This is an optimization exercise on Yosys and OpenROAD, whose aim is small area, a short achievable clock period and few clock cycles per item, not a production implementation. Where RTL was checked, it was by simulation tests only, not by an equivalence proof against the original. For runs 6 to 8, only the layout was checked, not whether the RTL still works. No activity file was given, so power comes from the tool's default toggle rates.

$ cat config.mk
export PLATFORM = sky130hd
export DESIGN_NAME = unidad_math
export DESIGN_NICKNAME = unidad_math
export VERILOG_FILES = /design/flow/design.v
export SDC_FILE = /design/flow/constraint.sdc
export NUM_CORES = 4
export LEC_CHECK = 0
export ABC_AREA = 1
export CAP_MARGIN = 20
export CORE_MARGIN = 2
export CORE_UTILIZATION = 70
export PLACE_DENSITY = 0.8
export SETUP_SLACK_MARGIN = 4
export SLEW_MARGIN = 20
$ cat constraint.sdc
create_clock -name core_clock -period 8.0 [get_ports {clk}]
set_input_delay 1.6000 -clock core_clock [delete_from_list [all_inputs] [get_ports {clk}]]
set_output_delay 1.6000 -clock core_clock [all_outputs]
set_load 0.01 [all_outputs]
$ cat design.v
module unidad_math (
    input  logic        clk,
    input  logic        rst_n,
    input  logic        start,
    input  logic [1:0]  op,        
    input  logic [15:0] a,
    input  logic [15:0] b,
    output logic [31:0] result,
    output logic        done
);
    logic [31:0] R;       
    logic [15:0] A;       
    logic        f_mul, f_div, f_sq, f_bcd;    
    logic [2:0]  cnt;
    logic        busy;
    logic [18:0] X, P, Q2, Q3, S1, S2, S3, cs_s, cs_c;
    logic        sub;
    assign sub = f_div | f_sq;
    always_comb begin
        X = {3'b000, R[31:16]};
        if (f_div) X = {1'b0, R[31:14]};
        if (f_sq)  X = {8'd0, R[22:16], A[15:12]};
    end
    always_comb begin
        if (f_sq) begin
            P  = ~{8'd0, R[7:0], 3'b001};
            Q2 = ~{7'd0, R[7:0], 4'b0100};
            Q3 = ~{7'd0, R[7:0], 4'b1000};
        end else if (f_div) begin
            P  = {3'b111, A};
            Q2 = {2'b11, A, 1'b1};
            Q3 = {2'b11, A, 1'b1};
        end else begin
            P  = {3'b000, A & {16{R[0]}}};
            Q2 = {2'b00, A & {16{R[1]}}, 1'b0};
            Q3 = {2'b00, A & {16{R[1]}}, 1'b0};
        end
    end
    assign S1   = X + P  + {18'd0, sub};
    assign S2   = X + Q2 + {18'd0, sub};
    assign cs_s = X ^ P ^ Q3;
    assign cs_c = {((X[17:0] & P[17:0]) | (X[17:0] & Q3[17:0]) | (P[17:0] & Q3[17:0])), sub};
    assign S3   = cs_s + cs_c + {18'd0, sub};
    logic [1:0]  d_q;
    logic [15:0] d_r;
    always_comb begin
        if (!S3[18])      begin d_q = 2'd3; d_r = S3[15:0]; end
        else if (!S2[18]) begin d_q = 2'd2; d_r = S2[15:0]; end
        else if (!S1[18]) begin d_q = 2'd1; d_r = S1[15:0]; end
        else              begin d_q = 2'd0; d_r = X[15:0];  end
    end
    function automatic logic [3:0] add3(input logic [3:0] d);
        logic ge5;
        ge5 = d[3] | (d[2] & (d[1] | d[0]));
        add3 = {ge5,
                (d[2] & ~d[1] & ~d[0]) | (d[3] & d[0]),
                (~d[2] & d[1]) | (d[1] & d[0]) | (d[3] & ~d[0]),
                d[0] ^ ge5};
    endfunction
    function automatic logic [19:0] dabble(input logic [19:0] d, input logic bit_in);
        dabble = {d[18:16], add3(d[15:12]), add3(d[11:8]), add3(d[7:4]), add3(d[3:0]), bit_in};
    endfunction
    logic [19:0] b_d;
    always_comb begin
        b_d = R[19:0];
        for (int i = 0; i < 4; i++) b_d = dabble(b_d, A[15 - i]);
    end
    logic [1:0] l_dq, l_dr;
    always_comb begin
        l_dq = 2'd0; l_dr = a[15:14];
        if (b[15:2] == 14'd0)
            case (b[1:0])
                2'd0: begin l_dq = 2'd3;              l_dr = a[15:14]; end
                2'd1: begin l_dq = a[15:14];          l_dr = 2'd0; end
                2'd2: begin l_dq = {1'b0, a[15]};     l_dr = {1'b0, a[14]}; end
                default: begin l_dq = {1'b0, &a[15:14]}; l_dr = &a[15:14] ? 2'd0 : a[15:14]; end
            endcase
    end
    logic [1:0] l_sq;
    logic [2:0] l_sr;
    always_comb begin
        if (a[15:12] >= 4'd9)      begin l_sq = 2'd3; l_sr = 3'(a[15:12] - 4'd9); end
        else if (a[15:12] >= 4'd4) begin l_sq = 2'd2; l_sr = 3'(a[15:12] - 4'd4); end
        else if (a[15:12] >= 4'd1) begin l_sq = 2'd1; l_sr = 3'(a[15:12] - 4'd1); end
        else                       begin l_sq = 2'd0; l_sr = 3'd0; end
    end
    logic [3:0] l_b;
    assign l_b = add3({1'b0, a[15:13]});
    always_ff @(posedge clk) begin
        if (!rst_n) begin
            busy <= 1'b0;
            done <= 1'b0;
        end else begin
            done <= busy && !start && cnt == 3'd0;
            if (start)              busy <= 1'b1;
            else if (cnt == 3'd0)   busy <= 1'b0;
        end
    end
    always_ff @(posedge clk) begin
        cnt <= cnt - 3'd1;
        if (start) begin
            f_mul <= op == 2'd0;
            f_div <= op == 2'd1;
            f_sq  <= op == 2'd2;
            f_bcd <= op == 2'd3;
            case (op)
                2'd0: begin R <= {16'd0, b};                    A <= a;               cnt <= 3'd7; end
                2'd1: begin R <= {14'd0, l_dr, a[13:0], l_dq};  A <= ~b;              cnt <= 3'd6; end
                2'd2: begin R <= {13'd0, l_sr, 14'd0, l_sq};    A <= {a[11:0], 4'd0}; cnt <= 3'd2; end
                default: begin R <= {27'd0, l_b, a[12]};        A <= {a[11:0], 4'd0}; cnt <= 3'd2; end
            endcase
        end else begin
            if (f_mul)      R <= {S3[17:0], R[15:2]};
            else if (f_div) R <= {d_r, R[13:0], d_q};
            else if (f_sq)  R <= {9'd0, (cnt == 3'd0) ? 7'd0 : d_r[6:0], 8'd0, R[5:0], d_q};
            else            R <= {12'd0, b_d};
            if (f_sq | f_bcd) A <= {A[11:0], 4'd0};
        end
    end
    assign result = R;
endmodule
$ cat flow/run.sh
#!/bin/bash
# The standard layout, with the port buffers as plain buf_4 cells instead of
# the delay-cell buffers buffer_ports picks by default.
set -euo pipefail
export BUFFER_PORTS_ARGS="-buffer_cell sky130_fd_sc_hd__buf_4"
bash standard.sh > standard.log 2>&1
$ cat standard.sh
#!/bin/bash
# synth_recipe.tcl (not shown) runs the flow's synth.tcl, then flattens the netlist and writes it again
# the make line also repeats each setting of config.mk as NAME=value (left out here)
make -C /OpenROAD-flow-scripts/flow DESIGN_CONFIG=/design/flow/config.mk WORK_HOME=/design/flow/orfs CLKGATE_MAP_FILE= SYNTH_SCRIPT=/design/flow/synth_recipe.tcl "${@:-finish}"
==> run notes, run 1 <==
most common cell after layout, fill and taps aside=nand2_1; pin count of the biggest net entering global routing=59; wirelength, routed=30,200 um; vias per inst=6.77; Clock Path Buffers=2; DR iter-0 viols=1,488; drt first pass iters=10; wire per inst=21.1 um; min-delay src=busy; post-route ant nets=0; Fmax achieved=249 MHz; Final WS setup=3990 ps; CTS tree=yes; Leak=4.35 nW; met2 wire length=12,200 um; crit-path most repeated cell=nand2_1; Detailed Place HPWL=22,300 um; Root Buffer=clkbuf_8; initial antenna violation count=0; endpoints failing hold=0; TNS Setup=0 ps; clock-pin slew on the worst setup and hold paths=80 ps; CTS Sinks=57; DRC=0; share of layout cells above drive strength 1=18.3%; Die X-Extent=110 um; synthesized area=7860 sq um; number of max-cap violations=0; crit-path leading delay family=simple AND/OR/NAND/NOR gates; Yosys top cell by area=nand2_1; CTS buffer count=9; final setup violation count=0; Starting Density=72.1%; Post-Syn Nets=1,333; Worst setup EP type=flop; first-pass GRT wire length=43,700 um; Hold Crit Class=flop to flop; total power=3.37 mW; final core utilization=84.5%; Met1 Wirelength=10,900 um; Via Count=9,681; setup slack at placement=3270 ps; highest metal used=met4; Layout Skew=14.3 ps; Max stage delay on crit path=510 ps; Synth Flop Type=dfxtp_1; vias in the first global route=8,321; Critical Path Start=f_div; die area=12,100 sq um; num ports=70; final period utilization=50.1%; Die Ht=110 um; WP buf/inv=4; ordered cell list for the critical path=buf_4 > nor2_1 > inv_4 > nand2_1 > a21oi_1 > inv_1 > fa_1 > inv_1 > ha_2 > nand2_1 > nor2_1 > nand2_1 > nand2_1 > nand2_1 > nand3_2 > nor2_2 > nor2_4 > a21oi_1 > o21ai_1 > o21ai_1 > nand2_1 > a21oi_1; fin crit period=4010 ps; H-tree depth=3; worst-margin pin slew=1140 ps; post-synth top area share=13.2%; sequential area share after synthesis=17.1%; commonest non-fill, non-tap cells in the layout=nand2_1 (277), inv_1 (150), a21oi_1 (125); synthesized flop and latch total=57; Peak VDD IR=0.340 mV; Worst Path Required=8220 ps; Slew Viols, Final=0; Pwr Density=366 nW/um^2; cells after synthesis=1,221; CP Launch Type=flop; CP max FO=14; Rows=38; Ys Warns=1; met3 wire len=5400 um; Slew HR=24.0%; Worst Path Arrival=4230 ps; status=no timing/DRC/antenna violations; IO buf count=69; Crit Path Class=flop to flop; # diodes=0; synthesized area per cell=6.43 sq um; Post-synth EDFFs=20; slowest CP cell=fa_1; core footprint=10,900 sq um; Netlist cell types=64; Area Growth Syn to Fin=17.2%; Total GRT Usage=48.3%; share of flip-flops with an asynchronous set or reset=0%; Worst R2R Start=f_div; Placer Congestion=1.13; worst skew pair latency=360 ps; total gr overflow=0; unrepaired setup endpoints after global routing=true; synth top area cells=nand2_1 (13%), dfxtp_1 (9.4%), a21oi_1 (9.1%), ha_1 (8.8%), edfxtp_1 (7.6%); Final nets=1,398
power breakdown:
| part | total, mW | switching [mW] | internal [mW] |
|---|---|---|---|
| registers | 0.452 | 0.0882 | 0.363 |
| clock network | 0.285 | 0.138 | 0.147 |
| logic | 2.63 | 1.71 | 0.926 |
stage by stage:
stage	hold WS (ps)	cells	area [sq um]
floorplan	411	1221	7860
global placement	427	1394	8390
detailed placement	442	1394	8390
CTS	444	1416	8710
global route	462	1431	9210
finish	444	1431	9210
state kept, by name, summed over array words and instances, names as in the netlist:
register  count
R            32
A            16
cnt           3
busy          1
done          1
f_bcd         1
f_div         1
f_mul         1
f_sq          1
cell type report:
| class | count | area, sq um |
|---|---|---|
| clock buffers | 9 | 124 |
| clock inverters | 7 | 77.6 |
| fillers | 702 | 1680 |
| inverters | 185 | 739 |
| multi-input cells | 942 | 6010 |
| flip-flops and latches | 57 | 1340 |
| well taps | 140 | 175 |
| repair buffers | 89 | 714 |
| repair inverters | 2 | 17.5 |
per-layer routing:
metal	global-route usage, %	up-vias
li1	-	4294
met1	64.2	4317
met2	70.2	885
met3	19.7	185
met4	17.4	0
met5	0	-
worst reg2reg max path: stages (launching register included):
cell	delay, ps
edfxtp_1	400
buf_4	150
nor2_1	80
inv_4	200
nand2_1	80
a21oi_1	370
inv_1	110
fa_1	510
inv_1	50
ha_2	370
nand2_1	100
nor2_1	210
nand2_1	90
nand2_1	60
nand2_1	60
nand3_2	130
nor2_2	80
nor2_4	240
a21oi_1	80
o21ai_1	190
o21ai_1	150
nand2_1	90
a21oi_1	60
cell usage after synthesis, types with 3 or more instances:
cell type and instances:
nand2_1 277, inv_1 153, a21oi_1 143, nand3_1 76, o21ai_0 69, ha_1 55
nor2_1 43, o21ai_1 43, o22ai_1 38, dfxtp_1 37, inv_2 28, clkbuf_1 23
xnor2_1 21, edfxtp_1 20, fa_1 20, xor2_1 18, nand2_2 14, o211ai_1 11
buf_2 10, o221ai_1 10, nand4_1 8, nor3_1 7, a22oi_1 5, o21ai_2 5
o21bai_1 5, a21o_1 4, and2_1 4, nand2_4 4, nand3_2 4, nor4_1 4
o21a_1 4, o32ai_1 4, or2_1 4, clkinv_1 3, o2111ai_1 3, o31ai_1 3
or2_2 3
worst paths after layout:
path	cells past startpoint	slack (ps)	endpoint
worst max-delay path	22	3990	R[20]
worst min-delay path	2	440	done
worst max register to register	22	3990	R[20]
worst min register to register	2	440	done
logic make-up (layout without fill, tap and decap cells):
kind of cell             count (synthesis)  after routing  share of synthesized area [%]
adder cells (fa/ha/maj)                 75             75                           13.9
AO/OA/AOI/OAI                          368            368                           27.6
buffers and inverters                  223            292                           11.1
XOR/XNOR                                39             39                           4.35
AND/OR/NAND/NOR                        458            459                           25.9
flip-flops                              57             57                           17.1
multiplexers                             1              1                          0.143
what timing repair did:
action / 4_1_cts / 5_1_grt
resized for setup: 19 / 77
gates cloned: 1 / 3
buffers inserted: 5 / 12
pin swaps: 2 / 7
endpoints found under the setup margin: 18 / 17
hold buffers: 0 / 0
Testbench counts, summed over its fixed seeds: cycles 134,524, items 16,000.
==> inputs of run 2 (changes only) <==
--- a/config.mk
+++ b/config.mk
@@ -8,7 +8,7 @@
 export ABC_AREA = 1
 export CAP_MARGIN = 20
 export CORE_MARGIN = 2
-export CORE_UTILIZATION = 70
-export PLACE_DENSITY = 0.8
+export CORE_UTILIZATION = 60
+export PLACE_DENSITY = 0.72
 export SETUP_SLACK_MARGIN = 4
 export SLEW_MARGIN = 20
==> run notes, run 2 <==
worst-margin pin slew=1250 ps (was 1140 ps); min-delay src=cnt[0] (was busy); worst skew pair latency=340 ps (was 360 ps); most frequent cell after synthesis=nand2_1 (unchanged); synthesized area=7860 sq um (unchanged); Die Ht=118 um (was 110 um); sequential area share after synthesis=17.1% (unchanged); Starting Density=61.7% (was 72.1%); wirelength, routed=29,800 um (was 30,200 um); DRC=0 (unchanged); Leak=4.47 nW (was 4.35 nW); die area=14,000 sq um (was 12,100 sq um); share of layout cells above drive strength 1=19.2% (was 18.3%); Post-Syn Nets=1,333 (unchanged); Hold Path Stages=1 (was 2); vias per inst=6.34 (was 6.77); Detailed Place HPWL=22,600 um (was 22,300 um); number of max-cap violations=0 (unchanged); post-synth top area share=13.2% (unchanged); Netlist cell types=64 (unchanged); Worst R2R Start=f_div (unchanged); Worst Path Required=8220 ps (about the same); share of flip-flops with an asynchronous set or reset=0% (unchanged); synth top area cells=nand2_1 (13%), dfxtp_1 (9.4%), a21oi_1 (9.1%), ha_1 (8.8%), edfxtp_1 (7.6%) (unchanged); Placer Congestion=1.08 (was 1.13); Ys Warns=1 (unchanged); # diodes=0 (unchanged); total gr overflow=0 (unchanged); final core utilization=74.6% (was 84.5%); H-tree depth=3 (unchanged); fin crit period=4020 ps (was 4010 ps); setup slack, reg-to-reg=3980 ps (was 3990 ps); synth cell count leaders=nand2_1 (277), inv_1 (153), a21oi_1 (143) (unchanged); FILL cells=1,085 (was 702); Worst setup EP type=flop (unchanged); Clock Path Buffers=2 (unchanged); wire per inst=20.3 um (was 21.1 um); clock-pin slew on the worst setup and hold paths=60 ps (was 80 ps); max reg flops=32 (unchanged); status=no timing/DRC/antenna violations (unchanged); final period utilization=50.2% (was 50.1%); Largest regs=R (32), A (16), cnt (3) (unchanged); CTS buffer count=9 (unchanged); commonest non-fill, non-tap cells in the layout=nand2_1 (277), inv_1 (148), a21oi_1 (120) (was nand2_1 (277), inv_1 (150), a21oi_1 (125)); Rows=41 (was 38); Pwr Density=369 nW/um^2 (was 366 nW/um^2); end of the worst hold path=cnt[0] (was done); Multi-input gate area=6070 sq um (was 6010 sq um); Peak VDD IR=0.354 mV (was 0.340 mV); first-pass GRT wire length=44,100 um (was 43,700 um); FF-to-FF End=R[17] (was R[20]); CP Launch Type=flop (unchanged); Final nets=1,407 (was 1,398); CTS tree=yes (unchanged); Fmax achieved=249 MHz (about the same); CTS Sinks=57 (unchanged); Slew HR=16.5% (was 24.0%); synthesized flop and latch total=57 (unchanged); FF+latch area=1340 sq um (about the same); Crit Path Class=flop to flop (unchanged); Synth Flop Type=dfxtp_1 (unchanged); Layout Skew=5.99 ps (was 14.3 ps); Area Growth Syn to Fin=20.8% (was 17.2%); CP max FO=21 (was 14); Hold Crit Class=flop to flop (unchanged); Yosys top cell by area=nand2_1 (unchanged); register with the most flip-flops=R (unchanged); vias in the first global route=8,055 (was 8,321); endpoints failing hold=0 (unchanged); unrepaired setup endpoints after global routing=true (unchanged); Worst Path Arrival=4230 ps (about the same); Reg2Reg Depth=18 (was 22); final setup violation count=0 (unchanged); pin count of the biggest net entering global routing=59 (unchanged); Total GRT Usage=40.4% (was 48.3%); synthesized area per cell=6.43 sq um (unchanged); drt first pass iters=8 (was 10); post-route ant nets=0 (unchanged); core footprint=12,700 sq um (was 10,900 sq um); most common cell after layout, fill and taps aside=nand2_1 (unchanged); Root Buffer=clkbuf_16 (was clkbuf_8); Slew Viols, Final=0 (unchanged); TNS Setup=0 ps (unchanged); cells after synthesis=1,221 (unchanged); Die X-Extent=118 um (was 110 um); IO buf count=69 (unchanged); DR iter-0 viols=1,408 (was 1,488); Final WS setup=3980 ps (was 3990 ps); Post-synth EDFFs=20 (unchanged); initial antenna violation count=0 (unchanged); num ports=70 (unchanged); setup slack at placement=3170 ps (was 3270 ps); Via Count=9,326 (was 9,681)
## run 2: cell type report
cell class | instances | area share, %
Multi-Input combinational cell | 942 | 64.0
Tap cell | 172 | 2.27
Clock inverter | 5 | 0.686
Timing Repair Buffer | 99 | 8.35
Timing Repair inverter | 1 | 0.0791
Sequential cell | 57 | 14.1
Clock buffer | 11 | 2.90
Inverter | 185 | 7.61
## run 2: how the worst max path moves through the flow
stage          start    end  slack [ps]  cells after the start
2_1_floorplan   f_sq  R[25]        4200                     21
5_1_grt        f_div  R[23]        3860                     22
6_report       f_div  R[17]        3980                     18
3_3_place_gp    f_sq  R[17]        3250                     20
4_1_cts        f_div  R[31]        4030                     17
3_5_place_dp    f_sq  R[17]        3170                     22
## run 2: repair_timing
item                       CTS  global route
setup endpoints to repair   18            17
gates cloned                 1             2
pin swaps                    3            21
hold buffers                 0             0
resized for setup           21            80
setup buffers                5            21
## run 2: layer usage
layer	vias to the layer above	global-route usage (%)	part of all wire (%)
met5	-	0	0
met4	0	12.3	3.9
met3	106	12.9	15
met2	726	56.4	41
met1	4176	58.8	40
li1	4318	-	-
## run 2: metrics by stage
stage          area (sq um)  std cells  total power [mW]  hold slack, ps
2_1_floorplan          7860       1221              2.10             411
3_3_place_gp           8440       1427              2.67             430
3_5_place_dp           8440       1427              2.68             432
4_1_cts                8910       1449              3.16             441
5_1_grt                9490       1472              3.74             446
6_report               9490       1472              3.50             436
## run 2: critical path, stage by stage, from the launching register on
cell and delay [ps]:
edfxtp_1 560, nor2_4 280, clkinv_4 190, a21oi_1 350
inv_1 160, fa_1 540, fa_1 530, nand4_1 210
nand3_4 130, nand2_1 100, clkinv_1 100, nor2_4 180
inv_6 120, o21ai_0 160, inv_1 60, nand2_1 60
nand2_1 60, nand2_1 70, nand2_1 40
## run 2: logic make-up (layout without fill, tap and decap cells)
group / after synthesis / after routing / share of synthesized area [%]
AO/OA/AOI/OAI: 368 / 368 / 27.6
XOR/XNOR: 39 / 39 / 4.35
adder cells (fa/ha/maj): 75 / 75 / 13.9
buffers and inverters: 223 / 301 / 11.1
flip-flops: 57 / 57 / 17.1
multiplexers: 1 / 1 / 0.143
AND/OR/NAND/NOR: 458 / 459 / 25.9
## run 2: power by group
group | switching [mW] | internal (mW) | leakage [nW]
clock | 0.158 | 0.282 | 0.167
combinational | 1.64 | 0.970 | 3.78
sequential | 0.0855 | 0.363 | 0.518
total | 1.88 | 1.62 | 4.47
==> inputs of run 3 (changes only) <==
--- a/config.mk
+++ b/config.mk
@@ -8,7 +8,7 @@
 export ABC_AREA = 1
 export CAP_MARGIN = 20
 export CORE_MARGIN = 2
-export CORE_UTILIZATION = 60
-export PLACE_DENSITY = 0.72
+export CORE_UTILIZATION = 45
+export PLACE_DENSITY = 0.6
 export SETUP_SLACK_MARGIN = 4
 export SLEW_MARGIN = 20
==> run notes, run 3 <==
status=no timing/DRC/antenna violations (unchanged); drt first pass iters=5 (was 8); Rows=48 (was 41); Multi-input gate area=6120 sq um (was 6070 sq um); Total GRT Usage=32.6% (was 40.4%); DR iter-0 viols=982 (was 1,408); final core utilization=56.9% (was 74.6%); hold_buf cts=0 (unchanged); Final WS setup=4070 ps (was 3980 ps); DRC=0 (unchanged); CTS buffer count=9 (unchanged); synthesized area per cell=6.43 sq um (unchanged); share of layout cells above drive strength 1=21.4% (was 19.2%); worst-margin pin slew=1150 ps (was 1250 ps); post-route ant nets=0 (unchanged); Yosys top cell by area=nand2_1 (unchanged); Max stage delay on crit path=500 ps (was 560 ps); Hold Crit Class=flop to flop (unchanged); first-pass GRT wire length=45,500 um (was 44,100 um); # diodes=0 (unchanged); Leak=4.58 nW (was 4.47 nW); Inst Count DP=1,480 (was 1,427); worst skew pair latency=350 ps (was 340 ps); most frequent cell after synthesis=nand2_1 (unchanged); pin count of the biggest net entering global routing=59 (unchanged); Starting Density=45.7% (was 61.7%); Crit Path Class=flop to flop (unchanged); CTS tree=yes (unchanged); setup slack at placement=2880 ps (was 3170 ps); unrepaired setup endpoints after global routing=true (unchanged); Worst Path Arrival=4140 ps (was 4230 ps); Worst Path Required=8210 ps (was 8220 ps); crit-path leading delay family=simple AND/OR/NAND/NOR gates (unchanged); Area Growth Syn to Fin=24.4% (was 20.8%); TNS Setup=0 ps (unchanged); initial antenna violation count=0 (unchanged); Post-synth EDFFs=20 (unchanged); slowest CP cell=fa_1 (was edfxtp_1); Via Count=9,036 (was 9,326); most common cell after layout, fill and taps aside=nand2_1 (unchanged); CP Launch Type=flop (unchanged); CTS Sinks=57 (unchanged); Placer Congestion=0.955 (was 1.08); die area=18,500 sq um (was 14,000 sq um); FF+latch area=1340 sq um (about the same); Pwr Density=364 nW/um^2 (was 369 nW/um^2); vias in the first global route=8,137 (was 8,055); final setup violation count=0 (unchanged); IO buf count=69 (unchanged); commonest non-fill, non-tap cells in the layout=nand2_1 (275), inv_1 (149), a21oi_1 (121) (was nand2_1 (277), inv_1 (148), a21oi_1 (120)); synth top area cells=nand2_1 (13%), dfxtp_1 (9.4%), a21oi_1 (9.1%), ha_1 (8.8%), edfxtp_1 (7.6%) (unchanged); synth cell count leaders=nand2_1 (277), inv_1 (153), a21oi_1 (143) (unchanged); Worst setup EP type=flop (unchanged); fin crit period=3930 ps (was 4020 ps); Layout Skew=8.84 ps (was 5.99 ps); max reg flops=32 (unchanged); num ports=70 (unchanged); Post-Syn Nets=1,333 (unchanged); core footprint=17,200 sq um (was 12,700 sq um); endpoints failing hold=0 (unchanged); Slew HR=23.0% (was 16.5%); sequential area share after synthesis=17.1% (unchanged); Slew Viols, Final=0 (unchanged); synthesized flop and latch total=57 (unchanged); final period utilization=49.1% (was 50.2%); share of flip-flops with an asynchronous set or reset=0% (unchanged); Final nets=1,426 (was 1,407); Detailed Place HPWL=23,500 um (was 22,600 um); Netlist cell types=64 (unchanged); Clock Path Buffers=2 (unchanged); cells after synthesis=1,221 (unchanged); clock-pin slew on the worst setup and hold paths=60 ps (about the same); Fmax achieved=255 MHz (was 249 MHz); total gr overflow=0 (unchanged); wire per inst=19.9 um (was 20.3 um); FILL cells=1,751 (was 1,085); ordered cell list for the critical path=buf_6 > nor2_8 > clkinv_8 > o22ai_4 > inv_2 > fa_1 > inv_2 > ha_4 > nand2_4 > nor3_4 > and2_4 > nand4_1 > nand3_4 > nor2_4 > nor2_4 > buf_8 > buf_4 > nand2_1 > nand2_1 > inv_1 > nand2_1 > a21oi_1 (was nor2_4 > clkinv_4 > a21oi_1 > inv_1 > fa_1 > fa_1 > nand4_1 > nand3_4 > nand2_1 > clkinv_1 > nor2_4 > inv_6 > o21ai_0 > inv_1 > nand2_1 > nand2_1 > nand2_1 > nand2_1); H-tree depth=3 (unchanged); synthesized area=7860 sq um (unchanged); vias per inst=5.85 (was 6.34); Die X-Extent=136 um (was 118 um); CP max FO=8 (was 21); Peak VDD IR=0.321 mV (was 0.354 mV); final hold slack=435 ps (was 436 ps); crit-path most repeated cell=nand2_1 (unchanged); final non-filler cell total=1,544 (was 1,472); WP buf/inv=7 (was 5); Largest regs=R (32), A (16), cnt (3) (unchanged); Synth Flop Type=dfxtp_1 (unchanged); number of max-cap violations=0 (unchanged); post-synth top area share=13.2% (unchanged); Ys Warns=1 (unchanged); Root Buffer=clkbuf_16 (unchanged); Die Ht=136 um (was 118 um); wirelength, routed=30,800 um (was 29,800 um); register with the most flip-flops=R (unchanged)
==> run 3: cells by family (layout without fill, tap and decap cells) <==
family / count (synthesis) / count (layout) / share of synthesized area [%]
simple gates: 458 / 459 / 25.9
compound gates: 368 / 368 / 27.6
buf+inv: 223 / 320 / 11.1
fa+ha+maj: 75 / 75 / 13.9
flops: 57 / 57 / 17.1
xor+xnor: 39 / 39 / 4.35
mux: 1 / 1 / 0.143
==> run 3: layer usage <==
metal | vias to the layer above | track usage (%) | share of wire, %
met1 | 4210 | 47.5 | 45
met4 | 0 | 10.3 | 2.8
met2 | 417 | 47.8 | 43
met3 | 56 | 7.01 | 9.7
li1 | 4353 | - | -
met5 | - | 0 | 0
==> run 3: timing repair <==
| action | CTS | global route |
|---|---|---|
| endpoints found under the hold margin | 0 | 0 |
| gates cloned | 1 | 4 |
| buffers inserted | 7 | 36 |
| pin swaps | 2 | 30 |
| endpoints found under the setup margin | 18 | 17 |
| resized for setup | 37 | 91 |
==> run 3: worst paths after layout <==
path / cells after the start / to / slack, ps / startpoint
max reg2reg: 22 / R[27] / 4070 / f_div
min reg2reg: 1 / cnt[0] / 430 / cnt[0]
min: 1 / cnt[0] / 430 / cnt[0]
max: 22 / R[27] / 4070 / f_div
==> run 3: worst register-to-register path: cells and delay by family, from the launching register on <==
| family | cells | cell delay [ps] |
|---|---|---|
| buf+inv | 7 | 770 |
| simple gates | 11 | 1450 |
| fa+ha+maj | 2 | 790 |
| compound gates | 2 | 290 |
| flops | 1 | 480 |
==> run 3: cell type report <==
cell class / count / area share, %
clock buffers: 10 / 2.56
inverters: 185 / 7.54
repair buffers: 117 / 9.98
repair inverters: 2 / 0.154
well taps: 225 / 2.88
clock inverters: 6 / 0.487
flip-flops and latches: 57 / 13.8
multi-input cells: 942 / 62.6
==> run 3: where the power goes <==
group	total, mW	switching [mW]	internal, mW
combinational	2.71	1.68	1.04
clock	0.396	0.165	0.231
sequential	0.445	0.0814	0.364
total	3.56	1.92	1.63
==> run 3: through the flow <==
step | total power, mW | cell area (sq um)
global placement | 2.73 | 8500
detailed placement | 2.72 | 8500
global route | 3.82 | 9770
floorplan | 2.10 | 7860
CTS | 3.17 | 9000
finish | 3.56 | 9770
==> inputs of run 4 (changes only) <==
--- a/config.mk
+++ b/config.mk
@@ -10,5 +10,5 @@
 export CORE_MARGIN = 2
 export CORE_UTILIZATION = 45
 export PLACE_DENSITY = 0.6
-export SETUP_SLACK_MARGIN = 4
+export SETUP_SLACK_MARGIN = 5
 export SLEW_MARGIN = 20
==> run notes, run 4 <==
slowest CP cell=fa_1 (unchanged); CTS tree=yes (unchanged); Starting Density=45.7% (unchanged); cell area after layout=10,400 sq um (was 9770 sq um); pin count of the biggest net entering global routing=60 (was 59); CP max FO=6 (was 8); Post-Syn Nets=1,333 (unchanged); crit-path leading delay family=simple AND/OR/NAND/NOR gates (unchanged); final setup violation count=0 (unchanged); fin crit period=3790 ps (was 3930 ps); Via Count=9,390 (was 9,036); Area Growth Syn to Fin=32.3% (was 24.4%); Rows=48 (unchanged); commonest non-fill, non-tap cells in the layout=nand2_1 (264), inv_1 (141), buf_4 (126) (was nand2_1 (275), inv_1 (149), a21oi_1 (121)); worst-margin pin slew=924 ps (was 1150 ps); Multi-input gate area=6480 sq um (was 6120 sq um); most common cell after layout, fill and taps aside=nand2_1 (unchanged); endpoints failing hold=0 (unchanged); Worst Path Required=8210 ps (about the same); ordered cell list for the critical path=buf_6 > nor2_4 > clkinvlp_4 > buf_4 > nand2_1 > nand2_1 > fa_1 > ha_4 > a21oi_2 > o21ai_2 > a21oi_2 > nand3_4 > nand2_4 > inv_4 > nor2_4 > buf_12 > inv_8 > or2_0 > nand3_1 > a21oi_1 (was buf_6 > nor2_8 > clkinv_8 > o22ai_4 > inv_2 > fa_1 > inv_2 > ha_4 > nand2_4 > nor3_4 > and2_4 > nand4_1 > nand3_4 > nor2_4 > nor2_4 > buf_8 > buf_4 > nand2_1 > nand2_1 > inv_1 > nand2_1 > a21oi_1); Worst Path Arrival=4000 ps (was 4140 ps); Ys Warns=1 (unchanged); Clock Path Buffers=2 (unchanged); post-synth top area share=13.2% (unchanged); # diodes=0 (unchanged); DRC=0 (unchanged); Final nets=1,458 (was 1,426); Max stage delay on crit path=580 ps (was 500 ps); Worst setup EP type=flop (unchanged); Fmax achieved=264 MHz (was 255 MHz); post-route ant nets=0 (unchanged); Placer Congestion=0.997 (was 0.955); WP buf/inv=6 (was 7); vias in the first global route=8,297 (was 8,137); unrepaired setup endpoints after global routing=true (unchanged); status=no timing/DRC/antenna violations (unchanged); register with the most flip-flops=R (unchanged); drt first pass iters=5 (unchanged); Total GRT Usage=35.4% (was 32.6%); Leak=4.78 nW (was 4.58 nW); total power=3.83 mW (was 3.56 mW); most frequent cell after synthesis=nand2_1 (unchanged); sequential area share after synthesis=17.1% (unchanged); cells after synthesis=1,221 (unchanged); Hold Crit Class=flop to flop (unchanged); IO buf count=69 (unchanged); synth cell count leaders=nand2_1 (277), inv_1 (153), a21oi_1 (143) (unchanged); WP depth=20 (was 22); DP Area=8740 sq um (was 8500 sq um); Slew HR=38.3% (was 23.0%); synthesized flop and latch total=57 (unchanged); Synth Flop Type=dfxtp_1 (unchanged); vias per inst=5.96 (was 5.85); wirelength, routed=32,900 um (was 30,800 um); CTS buffer count=9 (unchanged); share of layout cells above drive strength 1=27.4% (was 21.4%); num ports=70 (unchanged); Root Buffer=clkbuf_16 (unchanged); Pwr Density=369 nW/um^2 (was 364 nW/um^2); FF+latch area=1340 sq um (unchanged); Peak VDD IR=0.267 mV (was 0.321 mV); Reg2Reg Depth=20 (was 22); Die X-Extent=136 um (unchanged); hold_buf cts=0 (unchanged); Layout Skew=16.4 ps (was 8.84 ps); number of max-cap violations=0 (unchanged); Hold Path Stages=2 (was 1); Yosys top cell by area=nand2_1 (unchanged); H-tree depth=3 (unchanged); Netlist cell types=64 (unchanged); final period utilization=47.4% (was 49.1%); synth top area cells=nand2_1 (13%), dfxtp_1 (9.4%), a21oi_1 (9.1%), ha_1 (8.8%), edfxtp_1 (7.6%) (unchanged); Slew Viols, Final=0 (unchanged); synthesized area per cell=6.43 sq um (unchanged); Crit Path Class=flop to flop (unchanged); die area=18,500 sq um (unchanged); clock-pin slew on the worst setup and hold paths=60 ps (about the same); share of flip-flops with an asynchronous set or reset=0% (unchanged); total gr overflow=0 (unchanged); initial antenna violation count=1 (was 0); CP Launch Type=flop (unchanged); TNS Setup=0 ps (unchanged); Die Ht=136 um (unchanged); core footprint=17,200 sq um (unchanged); Detailed Place HPWL=24,500 um (was 23,500 um); DR iter-0 viols=1,157 (was 982); Largest regs=R (32), A (16), cnt (3) (unchanged); wire per inst=20.9 um (was 19.9 um); Post-synth EDFFs=20 (unchanged); CTS Sinks=57 (unchanged); final core utilization=60.5% (was 56.9%); FILL cells=1,674 (was 1,751); first-pass GRT wire length=48,800 um (was 45,500 um); synthesized area=7860 sq um (unchanged); max reg flops=32 (unchanged); worst skew pair latency=350 ps (about the same)
[run 4: cell counts after synthesis]
Identical to the previous run, type by type.
[run 4: kinds of logic after synthesis]
kind of cell	after synthesis	synth area share, %
mux	1	0.143
flops	57	17.1
xor+xnor	39	4.35
compound gates	368	27.6
buf+inv	223	11.1
fa+ha+maj	75	13.9
simple gates	458	25.9
[run 4: layer usage]
metal  vias up  part of all wire [%]  GRT usage (%)
met4         0                   3.1           10.5
met3        66                    10           9.47
met2       556                    41           49.1
met5         -                     0              0
li1       4425                     -              -
met1      4343                    46           52.9
[run 4: where the power goes]
part           switching, mW  internal, mW
clock                  0.148         0.207
sequential            0.0915         0.364
combinational           1.83          1.19
[run 4: final cells by class]
cell class                 count  share of cell area, %
tap                          225                   2.71
sequential                    57                   12.9
timing repair inverter         7                  0.530
clock buffer                  10                   2.20
multi-input combinational    943                   62.4
clock inverter                 6                  0.325
timing repair buffer         143                   11.7
inverter                     185                   7.21
[run 4: worst register-to-register path, delay by kind of cell, from the launching register on]
kind            cells  cell delay, ps
fa+ha+maj           2             830
buf+inv             6             810
simple gates        8            1100
compound gates      4             550
flops               1             390
[run 4: path summary, 6_finish.rpt]
| check | slack (ps) | start | end |
|---|---|---|---|
| worst max-delay path | 4210 | f_div | R[25] |
| worst min-delay path | 440 | busy | done |
| worst max register to register | 4210 | f_div | R[25] |
| worst min register to register | 440 | busy | done |
[run 4: through the flow]
stage / worst slack, ps / cells / hold slack (ps)
4_1_cts: 4300 / 1553 / 447
2_1_floorplan: 4540 / 1221 / 411
5_1_grt: 4130 / 1576 / 476
3_5_place_dp: 3400 / 1479 / 438
6_report: 4210 / 1576 / 436
3_3_place_gp: 3360 / 1479 / 432
[run 4: timing repair]
action                                  CTS  global route
cloned                                   10             1
setup buffers                            48            22
resized for setup                       113            56
endpoints found under the setup margin   48            26
pin swaps                                33            36
==> inputs of run 5 (changes only) <==
--- a/config.mk
+++ b/config.mk
@@ -10,5 +10,5 @@
 export CORE_MARGIN = 2
 export CORE_UTILIZATION = 45
 export PLACE_DENSITY = 0.6
-export SETUP_SLACK_MARGIN = 5
+export SETUP_SLACK_MARGIN = 3.5
 export SLEW_MARGIN = 20
==> run notes, run 5 <==
Clock power frac=12.3% (was 9.3%); P_int=1.43 mW (was 1.76 mW); CTS Sinks=57 (unchanged); synth cell count leaders=nand2_1 (277), inv_1 (153), a21oi_1 (143) (unchanged); most used routing layer=met2 (was met1); Worst R2R Start=f_div (unchanged); hold_buf cts=0 (unchanged); status=no timing/DRC/antenna violations (unchanged); core footprint=17,200 sq um (unchanged); wirelength, routed=29,600 um (was 32,900 um); Rows=48 (unchanged); Ys Warns=1 (unchanged); Yosys top cell by area=nand2_1 (unchanged); Hold Crit Class=flop to flop (unchanged); unrepaired setup endpoints after global routing=true (unchanged); Leak=4.30 nW (was 4.78 nW); Placer Congestion=0.955 (was 0.997); Total GRT Usage=32.5% (was 35.4%); synthesized area per cell=6.43 sq um (unchanged); Final WS setup=3690 ps (was 4210 ps); pin count of the biggest net entering global routing=59 (was 60); Die Ht=136 um (unchanged); Reg2Reg Depth=20 (unchanged); Netlist cell types=64 (unchanged); CTS buffer count=9 (unchanged); num ports=70 (unchanged); drt first pass iters=5 (unchanged); GR Layer Usage met3=8.24% (was 9.47%); met1 Usage GRT=46.4% (was 52.9%); worst skew pair latency=360 ps (was 350 ps); die area=18,500 sq um (unchanged); FF-to-FF End=R[20] (was R[25]); final setup violation count=0 (unchanged); TNS Setup=0 ps (unchanged); Gate power share=73.9% (was 78.8%); Fmax achieved=232 MHz (was 264 MHz); Flop pwr share=13.8% (was 11.9%); vias per inst=5.80 (was 5.96); Peak VDD IR=0.312 mV (was 0.267 mV); Slew HR=22.2% (was 38.3%); min-delay src=cnt[0] (was busy); cell area after layout=8980 sq um (was 10,400 sq um); max reg flops=32 (unchanged); wire per inst=19.7 um (was 20.9 um); setup slack at placement=2880 ps (was 3400 ps); final period utilization=53.9% (was 47.4%); endpoints failing hold=0 (unchanged); total gr overflow=0 (unchanged); DR iter-0 viols=829 (was 1,157); Hold Path Stages=1 (was 2); DP Area=8500 sq um (was 8740 sq um); end of the worst hold path=cnt[0] (was done); setup slack, reg-to-reg=3690 ps (was 4210 ps); Worst Path Required=8210 ps (about the same); Worst setup EP type=flop (unchanged); # diodes=0 (unchanged); share of layout cells above drive strength 1=15.2% (was 27.4%); post-synth top area share=13.2% (unchanged); initial antenna violation count=0 (was 1); met2 Use GR=47.3% (was 49.1%); sequential area share after synthesis=17.1% (unchanged); Starting Density=45.7% (unchanged); Die X-Extent=136 um (unchanged); Crit Path Class=flop to flop (unchanged); Switch Pwr=1.78 mW (was 2.06 mW); vias in the first global route=8,155 (was 8,297); cells after synthesis=1,221 (unchanged); first-pass GRT wire length=45,300 um (was 48,800 um); clock-pin slew on the worst setup and hold paths=60 ps (about the same); register with the most flip-flops=R (unchanged); most frequent cell after synthesis=nand2_1 (unchanged); CP max FO=9 (was 6); IO buf count=69 (unchanged); commonest non-fill, non-tap cells in the layout=nand2_1 (277), inv_1 (151), a21oi_1 (135) (was nand2_1 (264), inv_1 (141), buf_4 (126)); Synth Flop Type=dfxtp_1 (unchanged); Final nets=1,386 (was 1,458); Area Growth Syn to Fin=14.4% (was 32.3%); Largest regs=R (32), A (16), cnt (3) (unchanged); fin crit period=4310 ps (was 3790 ps); Pwr Density=358 nW/um^2 (was 369 nW/um^2); CTS tree=yes (unchanged); FILL cells=1,836 (was 1,674); Slew Viols, Final=0 (unchanged); Worst Path Arrival=4520 ps (was 4000 ps); share of flip-flops with an asynchronous set or reset=0% (unchanged); synthesized flop and latch total=57 (unchanged); Via Count=8,717 (was 9,390); Layout Skew=9.62 ps (was 16.4 ps); most common cell after layout, fill and taps aside=nand2_1 (unchanged); Post-Syn Nets=1,333 (unchanged); number of max-cap violations=0 (unchanged); CP Launch Type=flop (unchanged); synth top area cells=nand2_1 (13%), dfxtp_1 (9.4%), a21oi_1 (9.1%), ha_1 (8.8%), edfxtp_1 (7.6%) (unchanged); Clock Path Buffers=2 (unchanged); total power=3.22 mW (was 3.83 mW); worst-margin pin slew=1160 ps (was 924 ps); DRC=0 (unchanged); Root Buffer=clkbuf_16 (unchanged); synthesized area=7860 sq um (unchanged); switch share=55.5% (was 53.9%); post-route ant nets=0 (unchanged); H-tree depth=3 (unchanged); Post-synth EDFFs=20 (unchanged); final core utilization=52.3% (was 60.5%); Detailed Place HPWL=23,500 um (was 24,500 um)
-- run 5: cell types whose count changed in the layout (fill, tap and decap cells not counted), moves of 7 or more --
cell     before  now
buf_6         8    1
nor2_1       33   41
o21ai_2      12    5
a21oi_1     108  135
nand2_1     264  277
a21oi_2      27   10
nand2_2      23   14
ha_4         13    0
inv_1       141  151
buf_4       126   77
ha_1         42   55
a21oi_4      10    0
inv_2        33   26
-- run 5: final cells by class --
cell class              count  area [sq um]  area share [%]
multi-input cells         942          5760            64.1
flip-flops and latches     57          1340            14.9
inverters                 185           707            7.87
repair buffers             78           589            6.56
well taps                 225           282            3.13
clock buffers              10           250            2.79
clock inverters             6          47.5           0.529
repair inverters            1          7.51          0.0836
-- run 5: routing by layer --
metal  routed length, um  part of all wire, %  up-vias
met5                   0                    0        -
met4                 773                  2.6        0
met3                2530                  8.5       47
met2               12500                   42      331
met1               13900                   47     4062
li1                    -                    -     4277
-- run 5: power groups by stage --
stage / clock network [mW] / logic (mW) / registers [mW]
6_report: 0.395 / 2.38 / 0.443
4_1_cts: 0.397 / 2.30 / 0.440
2_1_floorplan: 0 / 1.66 / 0.432
3_3_place_gp: 0 / 2.28 / 0.444
5_1_grt: 0.409 / 2.63 / 0.448
3_5_place_dp: 0 / 2.27 / 0.445
-- run 5: logic make-up (layout without fill, tap and decap cells) --
logic type      Yosys count  count (layout)  share of synthesized area [%]
xor+xnor                 39              39                           4.35
buf+inv                 223             280                           11.1
compound gates          368             368                           27.6
fa+ha+maj                75              75                           13.9
mux                       1               1                          0.143
simple gates            458             459                           25.9
flops                    57              57                           17.1
-- run 5: repair_timing --
item	CTS	global route
buffers inserted	4	2
gates cloned	1	1
pin swaps	2	0
endpoints found under the setup margin	17	16
resized for setup	5	28
-- run 5: how the worst max path moves through the flow --
stage / start / to / slack, ps / depth (start not counted)
after floorplan: f_sq / R[25] / 4200 / 21
after global placement: f_sq / R[17] / 2930 / 22
after detailed placement: f_sq / R[17] / 2880 / 22
after CTS: f_sq / R[20] / 3500 / 21
after global routing: f_div / R[17] / 3500 / 21
final: f_div / R[20] / 3690 / 20
-- run 5: per-stage QoR --
stage	hold WS, ps	cells
floorplan	411	1221
global placement	433	1480
detailed placement	431	1480
CTS	438	1501
global route	464	1504
finish	434	1504
-- run 5: critical path, cell delays in order (launching register included) --
cell        delay [ps]
edfxtp_1           540
buf_4              210
nor2_4             180
clkinvlp_4         230
a21oi_2            290
fa_1               460
inv_1               80
ha_1               260
a21oi_1            200
o31ai_1            140
a21oi_2            280
nand3_2            250
nand2_1            120
clkinv_1            90
nor2_4             170
buf_4              240
a21oi_1             60
o21ai_1            120
o21ai_1             90
nand2_1             90
a21oi_1             60
==> inputs of run 6 (changes only) <==
--- a/design.v
+++ b/design.v
@@ -63,7 +63,7 @@
     logic [19:0] b_d;
     always_comb begin
         b_d = R[19:0];
-        for (int i = 0; i < 4; i++) b_d = dabble(b_d, A[15 - i]);
+        for (int i = 0; i < 6; i++) b_d = dabble(b_d, A[15 - i]);
     end
     logic [1:0] l_dq, l_dr;
     always_comb begin
@@ -107,14 +107,15 @@
                 2'd0: begin R <= {16'd0, b};                    A <= a;               cnt <= 3'd7; end
                 2'd1: begin R <= {14'd0, l_dr, a[13:0], l_dq};  A <= ~b;              cnt <= 3'd6; end
                 2'd2: begin R <= {13'd0, l_sr, 14'd0, l_sq};    A <= {a[11:0], 4'd0}; cnt <= 3'd2; end
-                default: begin R <= {27'd0, l_b, a[12]};        A <= {a[11:0], 4'd0}; cnt <= 3'd2; end
+                default: begin R <= {27'd0, l_b, a[12]};        A <= {a[11:0], 4'd0}; cnt <= 3'd1; end
             endcase
         end else begin
             if (f_mul)      R <= {S3[17:0], R[15:2]};
             else if (f_div) R <= {d_r, R[13:0], d_q};
             else if (f_sq)  R <= {9'd0, (cnt == 3'd0) ? 7'd0 : d_r[6:0], 8'd0, R[5:0], d_q};
             else            R <= {12'd0, b_d};
-            if (f_sq | f_bcd) A <= {A[11:0], 4'd0};
+            if (f_sq)       A <= {A[11:0], 4'd0};
+            else if (f_bcd) A <= {A[9:0], 6'd0};
         end
     end
     assign result = R;
--- a/config.mk
+++ b/config.mk
@@ -8,7 +8,7 @@
 export ABC_AREA = 1
 export CAP_MARGIN = 20
 export CORE_MARGIN = 2
-export CORE_UTILIZATION = 45
-export PLACE_DENSITY = 0.6
-export SETUP_SLACK_MARGIN = 3.5
+export CORE_UTILIZATION = 60
+export PLACE_DENSITY = 0.72
+export SETUP_SLACK_MARGIN = 4
 export SLEW_MARGIN = 20
==> run notes, run 6 <==
status=no timing/DRC/antenna violations (unchanged); Yosys top cell by area=nand2_1 (unchanged); post-synth top area share=14.2% (was 13.2%); Slew HR=50.3% (was 22.2%); Worst Path Arrival=4490 ps (was 4520 ps); vias in the first global route=8,539 (was 8,155); Synth Area in Compound Gates=27.3% (was 27.6%); pin count of the biggest net entering global routing=41 (was 59); register with the most flip-flops=R (unchanged); Die X-Extent=121 um (was 136 um); Leak=4.71 nW (was 4.30 nW); Die Ht=121 um (was 136 um); unrepaired setup endpoints after global routing=true (unchanged); Fmax achieved=235 MHz (was 232 MHz); CP max FO=24 (was 9); max reg flops=32 (unchanged); Via Count=9,706 (was 8,717); FILL cells=1,119 (was 1,836); worst skew pair latency=340 ps (was 360 ps); TNS Setup=0 ps (unchanged); Peak VDD IR=0.223 mV (was 0.312 mV); initial antenna violation count=0 (unchanged); Layout Skew=8.41 ps (was 9.62 ps); Clock Path Buffers=2 (unchanged); worst-margin pin slew=738 ps (was 1160 ps); post-synthesis adder-cell area fraction=14.1% (was 13.9%); Switch Pwr=2.31 mW (was 1.78 mW); num ports=70 (unchanged); Ys Warns=1 (unchanged); mux cell area share after synthesis=0% (was 0.143%); final hold slack=442 ps (was 434 ps); sequential area share after synthesis=16.3% (was 17.1%); Post-Syn Nets=1,409 (was 1,333); Gate power share=78.9% (was 73.9%); Starting Density=61.9% (was 45.7%); Netlist cell types=52 (was 64); Worst setup EP type=flop (unchanged); wirelength, routed=29,500 um (was 29,600 um); most frequent cell after synthesis=nand2_1 (unchanged); main combinational cell family by area after synthesis=compound AO/OA/AOI/OAI gates (unchanged); Total GRT Usage=38.9% (was 32.5%); post-route ant nets=0 (unchanged); Detailed Place HPWL=21,200 um (was 23,500 um); core footprint=13,300 sq um (was 17,200 sq um); Largest regs=R (32), A (16), cnt (3) (unchanged); Crit Path Class=flop to flop (unchanged); CP Launch Type=flop (unchanged); CTS buffer count=9 (unchanged); FF+latch area=1340 sq um (about the same); number of max-cap violations=0 (unchanged); synthesized flop and latch total=57 (unchanged); commonest non-fill, non-tap cells in the layout=nand2_1 (297), inv_1 (160), buf_4 (109) (was nand2_1 (277), inv_1 (151), a21oi_1 (135)); DRC=0 (unchanged); wire per inst=18.9 um (was 19.7 um); synthesized area per cell=6.37 sq um (was 6.43 sq um); clock-pin slew on the worst setup and hold paths=60 ps (about the same); vias per inst=6.21 (was 5.80); synth cell count leaders=nand2_1 (312), inv_1 (170), a21oi_1 (112) (was nand2_1 (277), inv_1 (153), a21oi_1 (143)); most common cell after layout, fill and taps aside=nand2_1 (unchanged); # diodes=0 (unchanged); Multi-input gate area=6420 sq um (was 5760 sq um); final setup violation count=0 (unchanged); fin crit period=4250 ps (was 4310 ps); H-tree depth=3 (unchanged); CTS Sinks=57 (unchanged); Worst Path Required=8240 ps (was 8210 ps); Flop pwr share=11.4% (was 13.8%); XOR/XNOR Fraction of Synth Area=4.58% (was 4.35%); switch share=56.1% (was 55.5%); DR iter-0 viols=1,327 (was 829); Slew Viols, Final=0 (unchanged); P_int=1.81 mW (was 1.43 mW); Hold Crit Class=flop to flop (unchanged); IO buf count=69 (unchanged); Final nets=1,498 (was 1,386); share of flip-flops with an asynchronous set or reset=0% (unchanged); simple-gate share of the synthesized area=26.6% (was 25.9%); CTS tree=yes (unchanged); Synth Flop Type=dfxtp_1 (unchanged); Area Growth Syn to Fin=20.7% (was 14.4%); drt first pass iters=9 (was 5); total gr overflow=0 (unchanged); final period utilization=53.1% (was 53.9%); synthesized area=8220 sq um (was 7860 sq um); cells after synthesis=1,292 (was 1,221); endpoints failing hold=0 (unchanged); Post-synth EDFFs=20 (unchanged); share of layout cells above drive strength 1=20.9% (was 15.2%); Root Buffer=clkbuf_16 (unchanged); first-pass GRT wire length=44,300 um (was 45,300 um); synth top area cells=nand2_1 (14%), dfxtp_1 (9.0%), ha_1 (9.0%), inv_1 (7.8%), edfxtp_1 (7.3%) (was nand2_1 (13%), dfxtp_1 (9.4%), a21oi_1 (9.1%), ha_1 (8.8%), edfxtp_1 (7.6%)); Rows=42 (was 48); Placer Congestion=0.986 (was 0.955); Pwr Density=415 nW/um^2 (was 358 nW/um^2); die area=14,700 sq um (was 18,500 sq um); Clock power frac=9.7% (was 12.3%)
==> run 6: worst max-delay path: stages (launching register included) <==
cell	delay [ps]
edfxtp_1	460
buf_6	220
nor2_4	130
inv_4	110
o21a_1	230
buf_4	140
buf_4	130
ha_2	390
inv_1	100
nor3_2	250
nand3_1	130
nand3_2	140
nand3_1	80
nand2_1	100
nand2_1	80
a21oi_2	200
nand4_1	180
nand3_1	160
nand2_4	100
inv_8	150
o21ai_0	110
o22ai_1	130
nand2_1	60
nand2_1	100
nand3_1	90
nand3_1	100
nand2_1	50
==> run 6: metal layers <==
| layer | wire length (um) | vias to the layer above | global-route usage, % | share of wire, % |
|---|---|---|---|---|
| li1 | - | 4591 | - | - |
| met1 | 12200 | 4355 | 54.9 | 41 |
| met2 | 12300 | 613 | 57.1 | 42 |
| met3 | 3590 | 147 | 9.16 | 12 |
| met4 | 1400 | 0 | 15.6 | 4.8 |
| met5 | 0 | - | 0 | 0 |
==> run 6: area by class of cell <==
cell class              count  area share, %
clock buffers              13           2.84
clock inverters             3          0.214
inverters                 193           7.72
multi-input cells        1005           64.6
flip-flops and latches     57           13.5
well taps                 176           2.22
repair buffers            112           8.62
repair inverters            3          0.227
==> run 6: through the flow <==
stage	area (sq um)	utilization [%]	total power [mW]	std cells	setup slack, ps
finish	9930	74.7	4.12	1562	3750
global route	9930	74.7	4.46	1562	3590
CTS	9670	72.7	3.90	1553	4000
detailed placement	8800	66.2	3.30	1498	2260
global placement	8800	66.2	3.27	1498	2470
floorplan	8230	-	2.62	1292	4020
==> run 6: power by group through the flow <==
stage	clock [mW]	sequential, mW	combinational (mW)
6_report	0.398	0.470	3.25
5_1_grt	0.405	0.471	3.58
4_1_cts	0.391	0.461	3.05
3_5_place_dp	0	0.466	2.83
3_3_place_gp	0	0.465	2.80
2_1_floorplan	0	0.452	2.17
==> run 6: final timing paths <==
check / slack (ps) / from / to / depth (start not counted)
worst max-delay path: 3750 / f_sq / R[16] / 26
worst min register to register: 440 / busy / done / 2
worst min-delay path: 440 / busy / done / 2
worst max register to register: 3750 / f_sq / R[16] / 26
==> run 6: what timing repair did <==
action | in CTS | in global routing
endpoints found under the setup margin | 18 | 18
gates resized for setup | 68 | 50
cloned | 6 | 2
hold buffers | 0 | 0
pin swaps | 25 | 22
buffers inserted | 33 | 7
==> run 6: logic make-up after synthesis <==
group                    count (synthesis)
flip-flops                              57
AO/OA/AOI/OAI                          371
AND/OR/NAND/NOR                        506
buffers and inverters                  235
XOR/XNOR                                43
adder cells (fa/ha/maj)                 80
==> inputs of run 7 (changes only) <==
--- a/design.v
+++ b/design.v
@@ -13,7 +13,7 @@
     logic        f_mul, f_div, f_sq, f_bcd;    
     logic [2:0]  cnt;
     logic        busy;
-    logic [18:0] X, P, Q2, Q3, S1, S2, S3, cs_s, cs_c;
+    logic [18:0] X, P, Q2, Q3, W, S1, S2, S3, cs_s, cs_c, cs2_s, cs2_c;
     logic        sub;
     assign sub = f_div | f_sq;
     always_comb begin
@@ -40,7 +40,10 @@
     assign S2   = X + Q2 + {18'd0, sub};
     assign cs_s = X ^ P ^ Q3;
     assign cs_c = {((X[17:0] & P[17:0]) | (X[17:0] & Q3[17:0]) | (P[17:0] & Q3[17:0])), sub};
-    assign S3   = cs_s + cs_c + {18'd0, sub};
+    assign W    = {1'b0, A & {16{R[2] & f_mul}}, 2'b00};
+    assign cs2_s = cs_s ^ cs_c ^ W;
+    assign cs2_c = {((cs_s[17:0] & cs_c[17:0]) | (cs_s[17:0] & W[17:0]) | (cs_c[17:0] & W[17:0])), sub};
+    assign S3   = cs2_s + cs2_c;
     logic [1:0]  d_q;
     logic [15:0] d_r;
     always_comb begin
@@ -63,7 +66,7 @@
     logic [19:0] b_d;
     always_comb begin
         b_d = R[19:0];
-        for (int i = 0; i < 6; i++) b_d = dabble(b_d, A[15 - i]);
+        for (int i = 0; i < 4; i++) b_d = dabble(b_d, A[15 - i]);
     end
     logic [1:0] l_dq, l_dr;
     always_comb begin
@@ -104,18 +107,17 @@
             f_sq  <= op == 2'd2;
             f_bcd <= op == 2'd3;
             case (op)
-                2'd0: begin R <= {16'd0, b};                    A <= a;               cnt <= 3'd7; end
+                2'd0: begin R <= {1'b0, a & {16{b[0]}}, b[15:1]}; A <= a;             cnt <= 3'd4; end
                 2'd1: begin R <= {14'd0, l_dr, a[13:0], l_dq};  A <= ~b;              cnt <= 3'd6; end
                 2'd2: begin R <= {13'd0, l_sr, 14'd0, l_sq};    A <= {a[11:0], 4'd0}; cnt <= 3'd2; end
-                default: begin R <= {27'd0, l_b, a[12]};        A <= {a[11:0], 4'd0}; cnt <= 3'd1; end
+                default: begin R <= {27'd0, l_b, a[12]};        A <= {a[11:0], 4'd0}; cnt <= 3'd2; end
             endcase
         end else begin
-            if (f_mul)      R <= {S3[17:0], R[15:2]};
+            if (f_mul)      R <= {S3, R[15:3]};
             else if (f_div) R <= {d_r, R[13:0], d_q};
             else if (f_sq)  R <= {9'd0, (cnt == 3'd0) ? 7'd0 : d_r[6:0], 8'd0, R[5:0], d_q};
             else            R <= {12'd0, b_d};
-            if (f_sq)       A <= {A[11:0], 4'd0};
-            else if (f_bcd) A <= {A[9:0], 6'd0};
+            if (f_sq | f_bcd) A <= {A[11:0], 4'd0};
         end
     end
     assign result = R;
--- a/config.mk
+++ b/config.mk
@@ -8,7 +8,7 @@
 export ABC_AREA = 1
 export CAP_MARGIN = 20
 export CORE_MARGIN = 2
-export CORE_UTILIZATION = 60
-export PLACE_DENSITY = 0.72
+export CORE_UTILIZATION = 70
+export PLACE_DENSITY = 0.8
 export SETUP_SLACK_MARGIN = 4
 export SLEW_MARGIN = 20
==> run notes, run 7 <==
Synth Area in Compound Gates=25.5% (was 27.3%); Synth Flop Type=dfxtp_1 (unchanged); synth cell count leaders=nand2_1 (307), inv_1 (193), a21oi_1 (119) (was nand2_1 (312), inv_1 (170), a21oi_1 (112)); Clock Path Buffers=2 (unchanged); Worst EP kind=sequential cell input; sequential area share after synthesis=15.9% (was 16.3%); post-synth top area share=13.6% (was 14.2%); Root Buffer=clkbuf_16 (unchanged); worst setup endpoint GRT=R[19]$_DFF_P_/D; pin count of the biggest net entering global routing=48; Detailed Place HPWL=23,700 um (was 21,200 um); CTS buffer count=9 (unchanged); synthesized area per cell=6.42 sq um (was 6.37 sq um); cells after synthesis=1,317 (was 1,292); simple-gate share of the synthesized area=25.6% (was 26.6%); Ys Warns=1 (unchanged); hold_buf cts=0 (unchanged); CTS Sinks=57 (unchanged); Total GRT Usage=75.5%; tool error=[ERROR GRT-0232] Routing congestion too high. Check the congestion heatmap in the GUI.; num ports=70 (unchanged); synth top area cells=nand2_1 (14%), dfxtp_1 (8.8%), ha_1 (8.7%), inv_1 (8.6%), fa_1 (8.5%) (was nand2_1 (14%), dfxtp_1 (9.0%), ha_1 (9.0%), inv_1 (7.8%), edfxtp_1 (7.3%)); most frequent cell after synthesis=nand2_1 (unchanged); Placer Congestion=1.10 (was 0.986); synthesized flop and latch total=57 (unchanged); Netlist cell types=59 (was 52); Exit stage=5_1_grt; IO buf count=69 (unchanged); Post-Syn Nets=1,449 (was 1,409); Yosys top cell by area=nand2_1 (unchanged); total gr overflow=17; setup slack at placement=2120 ps (was 2260 ps); status=did not finish (was no timing/DRC/antenna violations); XOR/XNOR Fraction of Synth Area=4.32% (was 4.58%); Starting Density=70.9% (was 61.9%); share of flip-flops with an asynchronous set or reset=0% (unchanged); mux cell area share after synthesis=0% (unchanged); post-synthesis adder-cell area fraction=17.3% (was 14.1%); Die X-Extent=114 um (was 121 um); H-tree depth=3 (unchanged); Rows=40 (was 42); synthesized area=8450 sq um (was 8220 sq um); main combinational cell family by area after synthesis=simple AND/OR/NAND/NOR gates (was compound AO/OA/AOI/OAI gates); Post-synth EDFFs=20 (unchanged); Die Ht=114 um (was 121 um)
-- run 7: cell types whose count changed after synthesis, moves of 12 or more --
cell,previous run,this run
fa_1,21,36
inv_1,170,193
inv_2,20,7
nand2_2,30,10
nor2_1,56,94
o21ai_0,73,99
o21ai_1,34,22
o22ai_1,50,36
-- run 7: cells by family after synthesis --
kind of cell               Yosys count
buffers and inverters              245
adders and majority gates           95
AOI/OAI and AO/OA                  365
DFF                                 57
and+or+nand+nor                    515
xor gates and xnor gates            40
-- run 7: layer usage --
metal,GRT overflow,GRT usage [%]
met3,0,60.7
met1,0,75.8
met5,0,32.9
met2,7,91.9
met4,10,72.9
-- run 7: worst min path at each step --
stage,to,slack (ps)
2_1_floorplan,cnt[0],390
3_3_place_gp,cnt[0],390
3_5_place_dp,cnt[0],400
4_1_cts,cnt[0],410
-- run 7: repair_timing --
action	CTS
resized for setup	144
pin swaps	28
gates cloned	8
endpoints found under the setup margin	20
buffers inserted	35
-- run 7: power groups by stage --
stage | clock (mW) | combinational (mW) | sequential [mW]
CTS | 0.403 | 3.32 | 0.452
detailed placement | 0 | 2.79 | 0.455
global placement | 0 | 2.73 | 0.453
floorplan | 0 | 2.07 | 0.446
-- run 7: stage by stage --
stage	area, sq um	std cells
after floorplan	8470	1317
after global placement	9000	1496
after detailed placement	9000	1496
after CTS	10200	1555
==> inputs of run 8 (changes only) <==
--- a/config.mk
+++ b/config.mk
@@ -8,7 +8,7 @@
 export ABC_AREA = 1
 export CAP_MARGIN = 20
 export CORE_MARGIN = 2
-export CORE_UTILIZATION = 70
-export PLACE_DENSITY = 0.8
+export CORE_UTILIZATION = 60
+export PLACE_DENSITY = 0.72
 export SETUP_SLACK_MARGIN = 4
 export SLEW_MARGIN = 20
==> run notes, run 8 <==
status=no timing/DRC/antenna violations (was did not finish); post-synth top area share=13.6% (unchanged); Largest regs=R (32), A (16), cnt (3); most frequent cell after synthesis=nand2_1 (unchanged); Reg2Reg Depth=22; total gr overflow=0; Hold Crit Class=flop to flop; Die X-Extent=123 um (was 114 um); Synth Flop Type=dfxtp_1 (unchanged); Starting Density=61.1% (was 70.9%); number of max-cap violations=0; synthesized area=8450 sq um (unchanged); CP Launch Type=flop; first-pass GRT wire length=54,000 um; worst skew pair latency=350 ps; most used routing layer=met2; Post-Syn Nets=1,449 (unchanged); Worst Path Required=8280 ps; register with the most flip-flops=R; TNS Setup=0 ps; synth top area cells=nand2_1 (14%), dfxtp_1 (8.8%), ha_1 (8.7%), inv_1 (8.6%), fa_1 (8.5%) (unchanged); sequential area share after synthesis=15.9% (unchanged); Worst setup EP type=flop; endpoints failing hold=0; Die Ht=123 um (was 114 um); Final nets=1,595; DR iter-0 viols=2,050; final period utilization=61.2%; wirelength, routed=38,200 um; most common cell after layout, fill and taps aside=nand2_1; CTS Sinks=57 (unchanged); Root Buffer=clkbuf_16 (unchanged); slowest CP cell=a21oi_1; max reg flops=32; Post-synth EDFFs=20 (unchanged); hold_buf cts=0 (unchanged); Hold Path Stages=1; vias per inst=6.68; pin count of the biggest net entering global routing=48; # diodes=0; post-route ant nets=0; Slew HR=34.1%; IO buf count=69 (unchanged); initial antenna violation count=0; Placer Congestion=1.00 (was 1.10); Total GRT Usage=48.0%; unrepaired setup endpoints after global routing=true; CP max FO=7; Netlist cell types=59 (unchanged); Leak=5.25 nW; Ys Warns=1 (unchanged); vias in the first global route=9,721; num ports=70 (unchanged); crit-path most repeated cell=nand2_1; Layout Skew=9.35 ps; CTS buffer count=9 (unchanged); Rows=43 (was 40); clock-pin slew on the worst setup and hold paths=50 ps; Via Count=11,000; synthesized flop and latch total=57 (unchanged); fin crit period=4890 ps; ordered cell list for the critical path=nor2_4 > clkinv_4 > a21oi_1 > a21oi_1 > fa_1 > fa_1 > ha_4 > nand2_1 > nor2_2 > nand2_1 > o211ai_1 > nand2_1 > nand3_2 > nand2_4 > nand2_8 > buf_12 > clkinvlp_4 > nand2_1 > nand3_1 > o21ai_1 > nand2_1 > nand2_1; worst-margin pin slew=981 ps; commonest non-fill, non-tap cells in the layout=nand2_1 (284), inv_1 (176), buf_4 (147); Area Growth Syn to Fin=32.3%; Yosys top cell by area=nand2_1 (unchanged); Clock Path Buffers=2 (unchanged); share of flip-flops with an asynchronous set or reset=0% (unchanged); core footprint=13,800 sq um; cells after synthesis=1,317 (unchanged); Max stage delay on crit path=630 ps; final setup violation count=0; Worst Path Arrival=5170 ps; share of layout cells above drive strength 1=26.0%; Fmax achieved=204 MHz; DRC=0; die area=15,000 sq um; wire per inst=23.2 um; Pwr Density=476 nW/um^2; Inst Count DP=1,529 (was 1,496); final non-filler cell total=1,648; synthesized area per cell=6.42 sq um (unchanged); met1 Usage GRT=58.6%; GR Layer Usage met3=22.8%; H-tree depth=3 (unchanged); CTS tree=yes; synth cell count leaders=nand2_1 (307), inv_1 (193), a21oi_1 (119) (unchanged); met2 Use GR=68.0%; Slew Viols, Final=0; Detailed Place HPWL=24,400 um (was 23,700 um); drt first pass iters=12; Crit Path Class=flop to flop; Peak VDD IR=0.296 mV
[run 8: cell counts after synthesis]
Identical to the previous run, type by type.
[run 8: layer usage]
metal  up-vias  share of wire (%)
li1       4715                  -
met1      4936                 34
met2      1028                 41
met3       332                 17
met4         2                8.3
met5         -               0.16
[run 8: layout make-up]
type	instances	area, sq um
well taps	180	225
repair buffers	165	1370
fillers	952	2650
inverters	206	846
repair inverters	6	43.8
multi-input cells	1018	7040
clock inverters	7	77.6
flip-flops and latches	57	1340
clock buffers	9	225
[run 8: worst paths after layout]
kind | startpoint | end | slack (ps)
setup / recovery | R[1] | R[21] | 3110
hold / removal | cnt[0] | cnt[0] | 410
setup reg to reg | R[1] | R[21] | 3110
hold reg to reg | cnt[0] | cnt[0] | 410
[run 8: kinds of logic after synthesis]
group	synth area share (%)
flip-flops	15.9
buffers and inverters	11.4
AND/OR/NAND/NOR	25.6
XOR/XNOR	4.32
AO/OA/AOI/OAI	25.5
adder cells (fa/ha/maj)	17.3
[run 8: metrics by stage]
stage	setup slack [ps]	hold WS (ps)	util [%]	total power [mW]	cell area, sq um
4_1_cts	3790	411	76.7	4.39	10600
3_5_place_dp	2050	404	65.4	3.25	9040
2_1_floorplan	4030	386	-	2.52	8470
3_3_place_gp	2190	397	65.4	3.24	9040
5_1_grt	2980	438	80.8	5.52	11200
6_report	3110	409	80.8	5.32	11200
[run 8: where the power goes]
group          switching (mW)  internal [mW]  leakage (nW)  total, mW
logic                    2.69           1.76          4.59       4.45
clock network           0.155          0.243         0.146      0.399
registers              0.0970          0.371         0.518      0.468
[run 8: worst max-delay path, delay by kind of cell (launching register included)]
family,cells,cell delay [ps]
and+or+nand+nor,12,1510
adders and majority gates,3,1350
AOI/OAI and AO/OA,4,920
DFF,1,600
buffers and inverters,3,410
[run 8: what timing repair did]
item                                    4_1_cts  5_1_grt
gates resized for setup                     163       79
cloned                                        8        1
endpoints found under the setup margin       20       18
setup buffers                                62       32
pin swaps                                    31       48

port drivers added, routing unchanged:
In the flow no input, the clock included, has a driving cell. The finished layouts below were timed again as built, in two steps.
Step 1: set_driving_cell puts a clkbuf_16 on clk and a buf_2 on each other input, an assumption about the parent block.
Step 2 times the ports against the registers' clock, not the clock port: input delays grow and output delays shrink by t, the midpoint of the rising clock arrivals with the driver on.
Slacks: no drivers / after step 1 / after step 2; pairs: no drivers / after step 1.
| run | t (ns) | slack for setup (ns) | hold WS [ns] | slew at the worst register clock pin (ns) |
|---|---|---|---|---|
| run 1 | 0.389 | 3.989 / 3.989 / 3.989 | 0.444 / 0.444 / 0.444 | 0.08 / 0.08 |
| run 2 | 0.378 | 3.982 / 3.982 / 3.982 | 0.436 / 0.436 / 0.436 | 0.06 / 0.06 |
| run 3 | 0.395 | 4.072 / 4.072 / 4.072 | 0.435 / 0.435 / 0.435 | 0.06 / 0.06 |
| run 4 | 0.386 | 4.210 / 4.210 / 4.210 | 0.436 / 0.436 / 0.436 | 0.06 / 0.06 |
| run 5 | 0.396 | 3.689 / 3.689 / 3.689 | 0.434 / 0.434 / 0.434 | 0.06 / 0.06 |
| run 6 | 0.382 | 3.754 / 3.754 / 3.754 | 0.442 / 0.442 / 0.442 | 0.06 / 0.06 |
| run 8 | 0.379 | 3.106 / 3.106 / 3.106 | 0.409 / 0.409 / 0.409 | 0.06 / 0.06 |
After both steps every run listed still meets setup and hold.
